This is an optimization exercise on Yosys and OpenROAD, whose aim is small area and a short achievable clock period, not a production implementation.
At most, simulation tests tie the RTL to the original design; equivalence was not proved.
No activity file was given, so power comes from the tool's default toggle rates.

## main
Design alu16bit, start of the top module:
module alu16bit (
  input clk,
  input reset,
  input [2:0] operation,
  input [15:0] operand_A,
  input [15:0] operand_B,
  output reg [31:0] result,
  output reg carry_flag,
  output reg zero_flag
);
Size: ~34 flip-flops, about 71 I/O pins, ~7700 µm² of cells after synthesis.
clock: 7.2 ns
lec_check: 0
abc_area: 0
cap_margin: 20
core_margin: 2
core_utilization: 40
gpl_timing_driven: 0
slew_margin: 20
synth_hierarchical: 1
standard.sh (not shown) runs the stock make flow with config.mk's settings and CLKGATE_MAP_FILE= SYNTH_SCRIPT=/design/flow/synth_recipe.tcl, a recipe that flattens the netlist after the stock synthesis.
==> flow/flow/run.sh <==
#!/bin/bash
# The standard layout, with the port buffers made of plain buffers (sky130
# buf_1, which the resizer may upsize) instead of the delay-cell buffers that
# buffer_ports picks by default.
set -euo pipefail
export BUFFER_PORTS_ARGS="-buffer_cell sky130_fd_sc_hd__buf_1"
bash standard.sh > standard.log 2>&1
Setup changes, main to the feature branch
diff --git a/flow/design.v b/flow/design.v
--- a/flow/design.v
+++ b/flow/design.v
@@ -1232,26 +1232,21 @@
   xor2 un835 (n735, n782, n835);
   wire n836;
   xnor2 un836 (n737, n810, n836);
   wire n837;
   xor2 un837 (is_sub, n794, n837);
   wire [31:0] s = {n837, n836, n835, n834, n833, n832, n831, n830, n829, n828, n827, n826, n825, n824, n823, n822, n821, n820, n819, n818, n817, n816, n815, n814, n813, n812, n687, n685, n683, n681, n679, n677};
   wire borrow = is_sub & s[16];
   wire zero_lo = (s[15:0] == 16'd0);
   wire zero_mul = (a == 16'd0) | (b == 16'd0);
   wire [31:0] r = s;
-  wire z_e = ~reset & ~is_mul & ~(|s[11:0]);
-  wire z_m = ~reset & is_mul & zero_mul;
-  wire z_l1, z_l2, z;
-  nor2 uz1 (s[15], s[14], z_l1);
-  nor2 uz2 (s[13], s[12], z_l2);
-  a31o uz3 (z_l1, z_l2, z_e, z_m, z);
+  wire z = ~reset & (is_mul ? zero_mul : zero_lo);
   always @(posedge clk) begin
     result     <= r;
     carry_flag <= borrow;
     zero_flag  <= z;
   end
 endmodule
 module fa (input a, input b, input c, output s, output co);
   assign s = a ^ b ^ c;
   assign co = (a & b) | (a & c) | (b & c);
 endmodule
@@ -1267,23 +1262,20 @@
 endmodule
 module nand2 (input a, input b, output y);
   assign y = ~(a & b);
 endmodule
 module nor2 (input a, input b, output y);
   assign y = ~(a | b);
 endmodule
 module inv1 (input a, output y);
   assign y = ~a;
 endmodule
-module a31o (input a, input b, input c, input d, output y);
-  assign y = (a & b & c) | d;
-endmodule
 module cvbit (input a, input b, input t00, input t01, input t10, input t11, output y);
   assign y = a ? (b ? t11 : t10) : (b ? t01 : t00);
 endmodule
 module aoi21 (input a, input b, input c, output y);
   assign y = ~((a & b) | c);
 endmodule
 module o21ai (input a, input b, input c, output y);
   assign y = ~((a | b) & c);
 endmodule
 module oai21 (input a, input b, input c, output y);
==> summary.txt <==
Max number of instances in the synthesized netlist across main and the feature branch: main. Diff main..the feature branch | initial antenna violation count | unchanged. Taking main as the reference, in the feature branch design area grew by 80 µm²; non-clock buffer count in the final layout rose by 2. Height of the chip: the feature branch vs main, no meaningful difference. Delta (the feature branch minus main): maximum achievable frequency went up; final critical delay including setup and external delays -0.058 ns; final worst-path setup slack rose by 0.058 ns. The feature branch ran to completion and came out clean on the timing, design-rule and antenna checks. Looking at main and the feature branch, the clock tree buffer count of the final layout is a wash.
The RTL of main was laid out without a check of its function.

Another version of the RTL of alu16bit (not shown whole).
For scale: ~71 I/O pins, roughly 8300 um2 of cells after synthesis.
// alu16bit
module alu16bit (
  input clk,
  input reset,
  input [2:0] operation,
  input [15:0] operand_A,
  input [15:0] operand_B,
  output reg [31:0] result,
  output reg carry_flag,
  output reg zero_flag
);
Settings: LEC_CHECK=0, ABC_AREA=0, CAP_MARGIN=20, CORE_MARGIN=2, CORE_UTILIZATION=40, GPL_TIMING_DRIVEN=0, SLEW_MARGIN=20, SYNTH_HIERARCHICAL=1; clock period 7.2 ns.
Scripts as last shown in full above: flow/flow/run.sh
Rerun with:
--- a/flow/design.v
+++ b/flow/design.v
@@ -1473,20 +1473,15 @@
   wire n956;
   xnor2 un956 (is_sub, n929, n956);
   wire [31:0] s = {n956, n955, n954, n953, n952, n951, n950, n949, n948, n947, n946, n945, n944, n943, n942, n941, n940, n939, n938, n937, n936, n935, n934, n933, n932, n931, n687, n685, n683, n681, n679, n677};
   wire borrow = is_sub & s[16];
   wire zero_lo = (s[15:0] == 16'd0);
   wire zero_mul = (a == 16'd0) | (b == 16'd0);
   wire [31:0] r = s;
-  wire z_e = ~reset & ~is_mul & ~(|s[11:0]);
-  wire z_m = ~reset & is_mul & zero_mul;
-  wire z_l1, z_l2, z;
-  nor2 uz1 (s[15], s[14], z_l1);
-  nor2 uz2 (s[13], s[12], z_l2);
-  a31o uz3 (z_l1, z_l2, z_e, z_m, z);
+  wire z = ~reset & (is_mul ? zero_mul : zero_lo);
   always @(posedge clk) begin
     result     <= r;
     carry_flag <= borrow;
     zero_flag  <= z;
   end
 endmodule
 module fa (input a, input b, input c, output s, output co);
@@ -1508,17 +1503,14 @@
 endmodule
 module nor2 (input a, input b, output y);
   assign y = ~(a | b);
 endmodule
 module inv1 (input a, output y);
   assign y = ~a;
 endmodule
-module a31o (input a, input b, input c, input d, output y);
-  assign y = (a & b & c) | d;
-endmodule
 module cvbit (input a, input b, input t00, input t01, input t10, input t11, output y);
   assign y = a ? (b ? t11 : t10) : (b ? t01 : t00);
 endmodule
 module aoi21 (input a, input b, input c, output y);
   assign y = ~((a & b) | c);
 endmodule
 module o21ai (input a, input b, input c, output y);
=>
- The new run completed without violations
- final area rises slightly
- via count came out lower slightly
- global-route usage decreases by 0.11 points
- power rose by roughly a tenth
- flip-flop and latch count is unchanged
- die area is about the same
- wire length fell slightly
- cell count is about the same
- maximum frequency goes up slightly
- hold slack degrades by 85 ps
- clock-buffer cell count decreases by 2
- setup slack is better by 73 ps
No functional check of the RTL was part of any run of this note.

## indigo
Another version of the RTL of alu16bit (not shown whole).
For scale: roughly 740 cells after synthesis, ~34 flip-flops, roughly 0.0077 sq mm of cells after synthesis.
==> flow/config.mk <==
export PLATFORM = sky130hd
export DESIGN_NAME = alu16bit
export DESIGN_NICKNAME = alu16bit
export VERILOG_FILES = /design/flow/design.v
export SDC_FILE = /design/flow/constraint.sdc
export NUM_CORES = 4
export LEC_CHECK = 0
export ABC_AREA = 0
export CAP_MARGIN = 20
export CORE_MARGIN = 2
export CORE_UTILIZATION = 40
export GPL_TIMING_DRIVEN = 0
export SETUP_SLACK_MARGIN = 0.5
export SLEW_MARGIN = 20
export SYNTH_HIERARCHICAL = 1
==> flow/constraint.sdc <==
create_clock -name core_clock -period 7.2 [get_ports {clk}]
set_input_delay 1.4400 -clock core_clock [delete_from_list [all_inputs] [get_ports {clk}]]
set_output_delay 1.4400 -clock core_clock [all_outputs]
set_load 0.01 [all_outputs]
Scripts as last shown in full above: flow/flow/run.sh
indigo: done, clean on timing, DRC and antenna
Inputs modified between indigo and quartz:
diff --git a/flow/design.v b/flow/design.v
--- a/flow/design.v
+++ b/flow/design.v
@@ -28,25 +28,28 @@
       3'd7: cv = a ^ b;
       default: cv = 16'd0;
     endcase
   end
   wire cin = is_sub;
   wire [15:0] cvn;
   wire t00 = ~(is_sub | (~reset & (operation == 3'd5 || operation == 3'd6)));
   wire t01 = ~(is_add | (~reset & (operation == 3'd4 || operation == 3'd5 || operation == 3'd7)));
   wire t10 = ~(is_sub | (~reset & (operation == 3'd4 || operation == 3'd5 || operation == 3'd7)));
   wire t11 = ~(is_add | (~reset & (operation == 3'd3 || operation == 3'd4)));
   genvar cb;
   generate for (cb = 0; cb < 16; cb = cb + 1) begin : g_cv
-    cvbit ucv (a[cb], b[cb], t00, t01, t10, t11, cvn[cb]);
+    wire u0, u1;
+    mux2i ucu0 (b[cb], t01, t00, u0);
+    mux2i ucu1 (b[cb], t11, t10, u1);
+    mux2i ucv (a[cb], u1, u0, cvn[cb]);
   end endgenerate
   wire is_sub_n = ~is_sub;
   wire [15:0] an = ~a;
   wire [15:0] mn = ~m;
   wire p1;
   nor2 up1 (an[0], mn[0], p1);
   wire p2;
   nor2 up2 (an[1], mn[0], p2);
   wire p3;
   nor2 up3 (an[2], mn[0], p3);
   wire p4;
   nor2 up4 (an[3], mn[0], p4);
@@ -1292,24 +1295,24 @@
 module nand2 (input a, input b, output y);
   assign y = ~(a & b);
 endmodule
 module nor2 (input a, input b, output y);
   assign y = ~(a | b);
 endmodule
 module inv1 (input a, output y);
   assign y = ~a;
 endmodule
 module a31o (input a, input b, input c, input d, output y);
   assign y = (a & b & c) | d;
 endmodule
-module cvbit (input a, input b, input t00, input t01, input t10, input t11, output y);
-  assign y = a ? (b ? t11 : t10) : (b ? t01 : t00);
+module mux2i (input s, input d1, input d0, output y);
+  assign y = ~(s ? d1 : d0);
 endmodule
 module aoi21 (input a, input b, input c, output y);
   assign y = ~((a & b) | c);
 endmodule
 module o21ai (input a, input b, input c, output y);
   assign y = ~((a | b) & c);
 endmodule
 module oai21 (input a, input b, input c, output y);
   assign y = ~((a | b) & c);
 endmodule
--- outcome ---
- First-pass GRT wire length, quartz and indigo, higher one = quartz.
- Diff indigo -> quartz | die width | increase of 1.0 um
- On post-layout minimum cycle time, the lower figure sits with indigo, not quartz.
- Compared with indigo, quartz shows post-layout worst setup margin lower by 0.052 ns.
- Compared with indigo, fmax in quartz decreased slightly.
- Global-route met3 utilization for quartz is higher than for indigo.
- Maximum number of pins on one net before global-route repair: quartz vs indigo down 1
- Route | quartz vs indigo | wire longer in quartz
- Compared with indigo, quartz shows power higher by 23 uW.
- [compare] base=indigo new=quartz: global-route usage now larger, final cell count rose by about 3%.
- Compared with indigo, quartz shows a higher clock power share.
- Floorplan check, quartz vs indigo: die outline larger in quartz
Only the layout flow was run in quartz; the RTL was not checked for function there.

what the ideal ports hide:
The results above use ideal ports. As a check the final layouts listed here were re-extracted and re-timed, cells and wires unchanged. Step 1 (the two cells are an assumption about what drives the block):
set clk [get_ports {clk}]
set_driving_cell -lib_cell sky130_fd_sc_hd__clkbuf_16 $clk
set_driving_cell -lib_cell sky130_fd_sc_hd__buf_2 [delete_from_list [all_inputs] $clk]
Step 2 moves the port delays by t, midway between the first and last clock arrival at a register: inputs arrive t later, outputs are due t later. That takes back most of the time a late clock gives input paths. Three values: ideal ports, drivers, drivers and shift; two values: the first two.
| run | t (ns) | setup WS [ns] | worst setup path at the end | latest minus earliest clock arrival (ns) | worst slew at a driven data input, ns |
|---|---|---|---|---|---|
| main | 0.336 | 0.305 / 0.327 / -0.009 | input to register | 0.006 / 0.006 | 0.04 |
| the feature branch | 0.332 | 0.363 / 0.375 / 0.043 | input to register | 0.009 / 0.009 | 0.04 |
| the first run of note 2 | 0.313 | 0.246 / 0.260 / -0.053 | input to register | 0.008 / 0.008 | 0.05 |
| the second run of note 2 | 0.317 | 0.319 / 0.329 / 0.012 | input to register | 0.006 / 0.006 | 0.04 |
| indigo | 0.340 | 0.709 / 0.731 / 0.391 | input to register | 0.004 / 0.005 | 0.04 |
| quartz | 0.336 | 0.657 / 0.668 / 0.332 | input to register | 0.007 / 0.007 | 0.04 |
Met with ideal ports but missed after step 2: setup timing in main and the first run of note 2. The setup slack of quartz, which loses most, moves by +0.011 ns with the drivers and by -0.325 ns with both steps.
